Context: an optimization exercise on an open-source flow, tuned for small area. The choices shown serve that exercise and are no tape-out recipe. No functional check of the RTL was part of this run. No activity file was given, so power comes from the tool's default toggle rates.

### flow/run.sh
#!/bin/bash
# synth_recipe.tcl (not shown) runs the flow's synth.tcl, then flattens the netlist and writes it again
# the make line also repeats each setting of config.mk as NAME=value (left out here)
make -C /OpenROAD-flow-scripts/flow DESIGN_CONFIG=/design/flow/config.mk WORK_HOME=/design/flow/orfs CLKGATE_MAP_FILE= SYNTH_SCRIPT=/design/flow/synth_recipe.tcl finish
### flow/config.mk
export PLATFORM = sky130hd
export DESIGN_NAME = Test1
export DESIGN_NICKNAME = Test1
export VERILOG_FILES = /design/flow/design.v
export SDC_FILE = /design/flow/constraint.sdc
export NUM_CORES = 4
export LEC_CHECK = 0
export CAP_MARGIN = 20
export CORE_MARGIN = 2
export CORE_UTILIZATION = 40
export SLEW_MARGIN = 20
### flow/constraint.sdc
create_clock -name core_clock -period 10.0 [get_ports {clk}]
set_input_delay 2.0000 -clock core_clock [delete_from_list [all_inputs] [get_ports {clk}]]
set_output_delay 2.0000 -clock core_clock [all_outputs]
set_load 0.01 [all_outputs]
### flow/design.v
`timescale 1ns / 1ps
module Module_of_number
#(   
    parameter W_IN = 26,
    parameter W_OUT = 27
) (
    input  wire [W_IN -1:0 ] Input_a,
    input  wire [W_IN -1:0 ] Input_b,
    output wire [W_OUT-1:0 ] Output
);
wire  sign_a ;
wire  sign_b ;    
reg   [W_IN-1:0] module_a; 
reg   [W_IN-1:0] module_b;
assign  sign_a = Input_a[W_IN-1];
assign  sign_b = Input_b[W_IN-1];
always @* begin : async_proc
    case (sign_a)
        1'b0 : module_a =  Input_a;
        1'b1 : module_a = -Input_a;
    endcase
    case (sign_b)
        1'b0 : module_b =  Input_b;
        1'b1 : module_b = -Input_b;
    endcase
end
assign Output  = module_a + module_b;
endmodule
`timescale 1ns / 1ps
module EMA_Module
#(   
    parameter BWIDTH = 13,
    parameter DWIDTH = 27,
    parameter OUTWIDTH = 48   
) (
    input  wire clk,
    input  wire rst,
    input  wire [BWIDTH-1:0     ] Filter_Coefficient,
    input  wire [DWIDTH-1:0     ] Port_Data,
    input  wire                   Valid,
    output wire                   Valid_out_ema,
    output wire [OUTWIDTH-1:0   ] Filter_Out
);
reg        [DWIDTH-1:0]   Data;
reg        [BWIDTH-1:0]   Coeff_2;
reg        [BWIDTH-1:0]   Coeff_1;
reg signed [DWIDTH-1:0]   Pread; 
reg signed [OUTWIDTH-1:0] accum;
reg signed [OUTWIDTH-1:0] c;
reg Valid_1,Valid_2,Valid_3;
wire signed [DWIDTH+6:0] accum_shift ;
wire signed [DWIDTH-1:0] accum_raunding ;
assign accum_shift    = accum[OUTWIDTH-1:14   ];  
assign accum_raunding = accum_shift[DWIDTH-1:0];  
always @(posedge clk) begin
  if (rst) begin
    Data    <= 0;
    Coeff_1 <= 0;
    Coeff_2 <= 0;
    Pread   <= 0;
    accum   <= 0;
    c       <= 0;
    Valid_1 <= 1'b0;
    Valid_2 <= 1'b0;
    Valid_3 <= 1'b0;
  end else begin
    Valid_1 <= Valid;
    if (Valid) begin
        Data    <= Port_Data;
    end
    Coeff_1 <= Filter_Coefficient;
    Valid_2 <= Valid_1;
    Pread   <= $signed({1'b0,Data})  - accum_raunding;  
    Coeff_2 <= Coeff_1;
    if (Valid_2) begin
        accum   <= $signed({{5{1'b0}},Coeff_2}) * Pread + c;
        Valid_3 <= Valid_2;
    end
    if (Valid_3) begin
        c     <= accum;
    end
  end
end
assign Filter_Out = accum;
assign Valid_out_ema  = Valid_2;
endmodule
`timescale 1ns / 1ps
module Error
#(   
    parameter BWIDTH = 13,
    parameter AWIDTH = 27,
    parameter DWIDTH = 8,
    parameter OUTWIDTH = 48   
) (
    input  wire clk,
    input  wire rst,
    input  wire [BWIDTH-1:0     ] Error_Coefficient,
    input  wire [AWIDTH-1:0     ] Port_Data_A,
    input  wire [DWIDTH-1:0     ] R_level,
    input  wire                   Valid,
    output wire                   Valid_out_error,
    output wire [OUTWIDTH-1:0   ] Error_Out
);
reg signed [AWIDTH-1:0]   Data;
reg        [BWIDTH-1:0]   Coeff_2;
reg        [BWIDTH-1:0]   Coeff_1;
reg signed [DWIDTH-1:0]   Pread;
reg        [DWIDTH-1:0]   R_trig; 
reg signed [OUTWIDTH-1:0] accum;
reg signed [OUTWIDTH-1:0] c;
reg Valid_1,Valid_2;
always @(posedge clk) begin
  if (rst) begin
	R_trig  <= 0;
	Valid_1 <= 1'b0;
	Coeff_1 <= 0;
	Data    <= 0;
	Pread   <= 0;
	Valid_2 <= 1'b0;
	Coeff_2 <= 0;
	accum   <= 0;
	c       <= 0;
  end else begin
	R_trig  <= R_level;
	Valid_1 <= Valid;
	Coeff_1 <= Error_Coefficient;
	Data    <= Port_Data_A;
    Pread   <= $signed({1'b0,R_trig})  - Data;
	Valid_2 <= Valid_1;
	Coeff_2 <= Coeff_1;
	if (Valid_2) begin
		accum <= $signed({{5{1'b0}},Coeff_2}) * Pread + c;
	end
	c <= accum;
  end
end
assign Valid_out_error = Valid_2;
assign Error_Out = accum;
endmodule
`timescale 1ns / 1ps
module Test1
    #(   
    parameter W_IN        = 16,
    parameter W_IN_MODULE = 26,
    parameter BWIDTH      = 18,
    parameter FILTERWIDTH = 13,
    parameter AWIDTH      = 30,
    parameter DWIDTH      = 27,
    parameter DFWIDTH     = 18,
    parameter RWIDTH      = 8,
    parameter RFWIDTH     = 6,
    parameter DSPWIDTH    = 48,
    parameter MULTWIDTH   = DWIDTH + W_IN ,
    parameter RZEROS      = DFWIDTH - RFWIDTH,
    parameter W_OUT       = 16
) (
    input  wire clk,
    input  wire rst,
    input  wire [W_IN -1:0  	] s_chans_dataI,
    input  wire [W_IN -1:0  	] s_chans_dataQ,
    input  wire              	  s_chans_valid,
    input  wire [FILTERWIDTH-1:0] Filter_Coefficient,
    input  wire [FILTERWIDTH-1:0] Error_Coefficient,
    input  wire [RWIDTH-1:0     ] R_level,
    output wire              	  Valid_Out,
    output wire [W_IN_MODULE-1:0] OutputI,
    output wire [W_IN_MODULE-1:0] OutputQ
);
wire        [W_IN_MODULE:0] Module_Out;  
wire signed [DSPWIDTH-1:0 ] EMA_Out ;    
wire signed [DWIDTH+6:0   ] EMA_Out_Shift;  
wire signed [DWIDTH-1:0   ] EMA_Out_Round;  
wire        [DWIDTH-1:0   ] R_with_zeros;
wire signed [DSPWIDTH-1:0 ] Error_Out ;
wire signed [DWIDTH+6:0   ] Error_Out_Shift;  
wire signed [DWIDTH-1:0   ] Error_Out_Round;  
wire valid_connection,valid_error,valid_out_error;
reg   [0:0]  Valid_1,Valid_2;
reg  signed [W_IN-1:0       ] received_Qsignal;
reg  signed [W_IN-1:0       ] received_Isignal;
reg  signed [MULTWIDTH-1:0  ] first_Qmult;
reg  signed [MULTWIDTH-1:0  ] first_Imult;
wire signed [W_IN_MODULE-1:0] first_Qmult_round ;
wire signed [W_IN_MODULE-1:0] first_Imult_round ;
wire signed [W_IN-1:0       ] Satureted_real;
wire signed [W_IN-1:0       ] Satureted_imag;
reg  signed [W_IN_MODULE-1:0] Q_out_reg;
reg  signed [W_IN_MODULE-1:0] I_out_reg;
    assign Valid_Out  = valid_out_error;
    assign OutputQ    = Q_out_reg;
    assign OutputI    = I_out_reg;
always @(posedge clk) begin
  if (rst) begin
    received_Isignal <= 0;
    received_Qsignal <= 0;
    first_Imult      <= 0;
    first_Qmult      <= 0;
    Valid_1          <= 1'b0;
    Valid_2          <= 1'b0;
    I_out_reg        <= 0;
    Q_out_reg        <= 0;
  end else begin
    if(s_chans_valid) begin
        received_Isignal <= s_chans_dataI;  
        received_Qsignal <= s_chans_dataQ;  
    end
    first_Imult <= received_Isignal * Error_Out_Round;  
    first_Qmult <= received_Qsignal * Error_Out_Round;  
    Valid_1     <= s_chans_valid;
    Valid_2     <= Valid_1;
    if (Valid_Out)begin
        I_out_reg     <= first_Imult_round;  
        Q_out_reg     <= first_Qmult_round;  
    end
  end
 end
assign EMA_Out_Shift = EMA_Out[DSPWIDTH-1:14];  
assign EMA_Out_Round = EMA_Out_Shift[DWIDTH-1:0];  
assign R_with_zeros = {R_level,{RZEROS{1'b0}}};
assign Error_Out_Shift = Error_Out[DSPWIDTH-1:10];  
assign Error_Out_Round = Error_Out_Shift[DWIDTH-1:0];  
assign first_Imult_round = first_Imult[MULTWIDTH-1:17];  
assign first_Qmult_round = first_Qmult[MULTWIDTH-1:17];  
    Module_of_number #(
        .W_IN(W_IN_MODULE),  
        .W_OUT(W_IN_MODULE+1)  
    ) inst_Module_of_number (
        .Input_a   (first_Imult_round),
        .Input_b   (first_Qmult_round),
        .Output    (Module_Out)
    );
    EMA_Module #(
        .BWIDTH(FILTERWIDTH),  
        .DWIDTH(DWIDTH),  
        .OUTWIDTH(DSPWIDTH) 
    ) inst_EMA_Module (
        .clk  (clk),
        .rst  (rst),
        .Filter_Coefficient (Filter_Coefficient),
        .Port_Data (Module_Out) ,
        .Valid (Valid_2),
        .Valid_out_ema (valid_error),
        .Filter_Out (EMA_Out)
    );
    Error #(
        .BWIDTH(FILTERWIDTH),
        .AWIDTH(DWIDTH),
        .DWIDTH(DWIDTH),
        .OUTWIDTH(DSPWIDTH)
    ) inst_Error (
        .clk               (clk),
        .rst               (rst),
        .Error_Coefficient (Error_Coefficient),
        .Port_Data_A       (EMA_Out_Round),
        .R_level           (R_with_zeros),
        .Valid             (valid_error),
        .Valid_out_error   (valid_out_error),
        .Error_Out         (Error_Out)
    );
endmodule
==> impl_results.rst <==
.. list-table::
   :header-rows: 1

   * - Metric
     - Value
   * - Number of optimization iterations in the first detailed-route pass
     - 6
   * - RePlAce Congestion
     - 0.900
   * - Final design area excluding fillers
     - 80200 um2
   * - Clock buffers created by TritonCTS
     - 61
   * - Syn Nets
     - 10300
   * - Final Non-Filler Cells
     - 10700
   * - Avg Vias per Cell
     - between 4 and 5
   * - Kind of cell adding the most delay to the critical path
     - adder cells
   * - Share of the yosys chip area belonging to registers
     - 0.126
   * - Post-synth EDFFs
     - 0
   * - Clock transition at path regs
     - 70 ps
   * - Register share of total power
     - 0.301
   * - Max Freq
     - 0.109 GHz
   * - Post-CTS setup buffers
     - 0
   * - Total negative setup slack
     - 0 ps
   * - Largest stage delay, worst path
     - 800 ps
   * - Slew at the pin closest to its max-slew limit
     - between 1000 and 1500 ps
   * - Number of H-tree branching levels
     - 2
   * - Number of hold-slack violations in the final timing report
     - 0
   * - Final Cycle Share
     - 0.920
   * - Crit path setup slack, layout
     - 803 ps
   * - Detail Route Antenna Nets
     - 0
   * - Worst Hold Margin
     - approximately 430 ps
   * - Flip-flop and latch count after synthesis
     - ~470
   * - Starting utilization of the core area
     - 0.402
   * - Minimum period implied by the final worst setup slack
     - between 9000 and 10000 ps
   * - Unrepaired setup endpoints after global routing
     - no
   * - Leakage power total
     - 36.5 nW
   * - Most common library cell in the layout ignoring fill and taps
     - inv_1
   * - Most utilized layer in the global route result
     - met2
   * - Maximum buffer depth of the clock tree
     - 3
   * - Final Routed Wirelength
     - ~200 mm
   * - Count of buffering cells on the critical path with inverters included
     - 4
   * - Total DRC errors in the routed layout
     - 0
   * - Maximum fanout along the worst path
     - 20
   * - Internal power
     - around 4.5 mW
   * - GRT Residual Overflow
     - 0
   * - Proportion of layout cells with a drive suffix above 1
     - 0.0324
   * - Relative slew slack
     - 0.273
   * - Power per unit of standard cell area
     - about 94 nW/um2
   * - Die area
     - 189000 um2
   * - Total of fill cells in the finished design
     - 18200
   * - FP Rows
     - 158
   * - HPWL reported at the end of detailed placement
     - approximately 160 mm
   * - Number of DRC violations after detailed-routing iteration 0
     - 3044
   * - Async set or reset register ratio after synthesis
     - 0
   * - Post-synthesis instance total
     - 8258
   * - Hold buffers post-CTS
     - 0
   * - # resized after CTS
     - 0
   * - Synth unique cells
     - 85
   * - Crit path DAT
     - 9760 ps
   * - Routed via count
     - 53300
   * - Tot GR Track Use
     - 0.213
   * - Critical-path cell with the highest stage delay
     - dfxtp_1
   * - Sort of element at the start of the critical path
     - flip-flop
   * - Post-Place Cells
     - 10600
   * - Commonest cells after routing, fill and taps aside
     - inv_1 (1660), fa_1 (1455), nand2_1 (1019)
   * - Area added between synthesis and finish
     - 7.88%
   * - Vias in the first global route
     - 57900
   * - Top flop regs
     - inst_EMA_Module.accum: 41 flops, inst_EMA_Module.c: 41 flops
   * - Placeable Area
     - 185000 um2
   * - Initial antenna violation count
     - 3
   * - Worst vdd ir
     - 0.000165 V
   * - Source-to-sink clock delay at the later pin of the worst-skew pair
     - 730 ps
   * - Clock group share of total power
     - 0.314
   * - Syn Std Cell Area
     - between 70000 and 80000 um2
   * - Detail-routed net length per standard cell
     - 18.6 um
   * - Warnings, synthesis
     - 4
   * - TritonCTS Sinks
     - between 400 and 500
   * - Wire length of the first global-routing pass
     - 321 mm
   * - Worst setup skew after layout
     - just over 40 ps
   * - Fraction of met1 tracks used by global routing
     - 0.275
   * - Endpoint type of the worst setup path
     - flip-flop
   * - CTS tree
     - yes
   * - Die Wd
     - 435 um
   * - Clock tree root buffer cell
     - clkbuf_16
   * - Final number of setup-violating endpoints
     - 0
   * - Sw Pwr
     - 3.02 mW
   * - Dominant register cell in the synthesized netlist
     - dfxtp_1
   * - Largest net degree at the start of global routing
     - 166
   * - GR Util met3
     - 0.0218
   * - Crit path top cell by count
     - fa_1
   * - Total power
     - 7.51 mW
   * - Post-placement cell area
     - 78000 um2
   * - Number of I/O pins
     - about 120
   * - Mean instance size in the synthesized netlist
     - between 9 and 10 um2
   * - Tightest Hold Check Type
     - reg -> reg
   * - Count of nets after finishing
     - 10200
   * - Outcome
     - complete, no violations
   * - Worst-case setup slack after placement
     - 928 ps
   * - End-of-flow core utilization
     - 0.433
   * - Height of the die
     - 435 um
   * - CP required
     - 10570 ps
   * - Count of input and output buffers
     - around 120
   * - Combinational share of power
     - 0.385
   * - Switching fraction of total power
     - 0.402
   * - Met2 usage in global routing
     - 0.374
   * - # Max-Cap Violations
     - 0
   * - Crit Path Class
     - reg -> reg
   * - Total count of max-transition violations in the final report
     - 0
[layer usage]
metal	up-vias	routed length, um	part of all wire
li1	24600	-	-
met1	27100	84500	0.43
met2	1282	98100	0.49
met3	308	8950	0.045
met4	0	7070	0.036
met5	-	0	0
[synth_stat cells (7+ instances only)]
| master | number | area [um2] |
|---|---|---|
| o31ai_1 | 16 | 120 |
| nor4_1 | 11 | 68.8 |
| xor2_1 | 93 | 815 |
| a211o_1 | 9 | 78.8 |
| o21ai_0 | 126 | 631 |
| o21a_1 | 44 | 330 |
| or4_1 | 7 | 52.6 |
| a21o_1 | 95 | 713 |
| and2_1 | 624 | 3900 |
| o21ai_1 | 8 | 40.0 |
| nor3_1 | 40 | 200 |
| clkbuf_1 | 354 | 1330 |
| nand2_1 | 1019 | 3820 |
| or3_1 | 21 | 131 |
| a31oi_1 | 17 | 106 |
| o21bai_1 | 41 | 308 |
| buf_1 | 25 | 93.8 |
| fa_1 | 1455 | 29100 |
| nand2b_1 | 85 | 532 |
| a41o_1 | 8 | 80.1 |
| inv_1 | 1660 | 6230 |
| nand4_1 | 13 | 81.3 |
| a211oi_1 | 34 | 255 |
| nor2_1 | 472 | 1770 |
| ha_1 | 530 | 6630 |
| nor2b_1 | 141 | 882 |
| o41ai_1 | 7 | 61.3 |
| o22ai_1 | 9 | 56.3 |
| mux2i_1 | 190 | 1900 |
| xnor2_1 | 237 | 2080 |
| nand3_1 | 44 | 220 |
| a21oi_1 | 209 | 1050 |
| and3_1 | 22 | 138 |
| or2_2 | 10 | 62.6 |
| dfxtp_1 | 467 | 9350 |
| o211ai_1 | 10 | 75.1 |
| a31o_2 | 7 | 61.3 |
[power groups by stage]
stage / clock network [mW] / registers [mW] / logic (mW)
final: 2.36 / 2.26 / 2.89
after global routing: 2.49 / 2.27 / 3.27
after CTS: 2.42 / 2.26 / 2.91
after detailed placement: 0 / 2.30 / 2.85
after global placement: 0 / 2.30 / 2.85
after floorplan: 0 / 2.03 / 2.26
[kinds of logic after synthesis]
kind of cell	after synthesis	synth area share
buffers and inverters	2041	0.103
adders and majority gates	1985	0.481
DFF	467	0.126
muxes	191	0.0257
and+or+nand+nor	2535	0.163
xor gates and xnor gates	331	0.0392
AOI/OAI and AO/OA	708	0.0624
[area by class of cell]
cell class / instances / area, um2 / area share
Multi-Input combinational cell: 5750 / 57300 / 0.715
Sequential cell: 467 / 9360 / 0.117
Inverter: 1660 / 6230 / 0.0777
Tap cell: 2480 / 3100 / 0.0387
Timing Repair Buffer: 225 / 2030 / 0.0253
Clock buffer: 76 / 1670 / 0.0209
Clock inverter: 36 / 472 / 0.00588
Antenna cell: 2 / 5.00 / 0.0000624
[worst paths after layout]
kind | start | end | slack, ps | cells after the start
setup / recovery | inst_Error.Coeff_2[3] | inst_Error.accum[36] | 800 | 32
hold / removal | inst_Error.Coeff_1[8] | inst_Error.Coeff_2[8] | 430 | 1
setup reg to reg | inst_Error.Coeff_2[3] | inst_Error.accum[36] | 800 | 32
hold reg to reg | inst_Error.Coeff_1[8] | inst_Error.Coeff_2[8] | 430 | 1

[re-timing with driven ports]
The flow's constraints put no driver on any port. The routed layout listed below was extracted and timed again, unchanged, in two steps.
Step 1 (the two cells are an assumption about what drives the block):
set clk [get_ports {clk}]
set_driving_cell -lib_cell sky130_fd_sc_hd__clkbuf_16 $clk
set_driving_cell -lib_cell sky130_fd_sc_hd__buf_2 [delete_from_list [all_inputs] $clk]
Step 2 times the ports against the registers' clock, not the clock port: input delays grow and output delays shrink by t, the midpoint of the rising clock arrivals with the driver on.
Three values: no drivers, after step 1, after step 2; two values: the first two.
t, ns: 0.778
setup slack, ns: 0.803 / 0.803 / 0.803
hold WS [ns]: 0.434 / 0.434 / 0.434
worst setup path at the end: register to register
After both steps setup and hold are still met in this run. For this run, drivers alone change the setup slack by 0.000 ns; drivers and shift together by 0.000 ns.
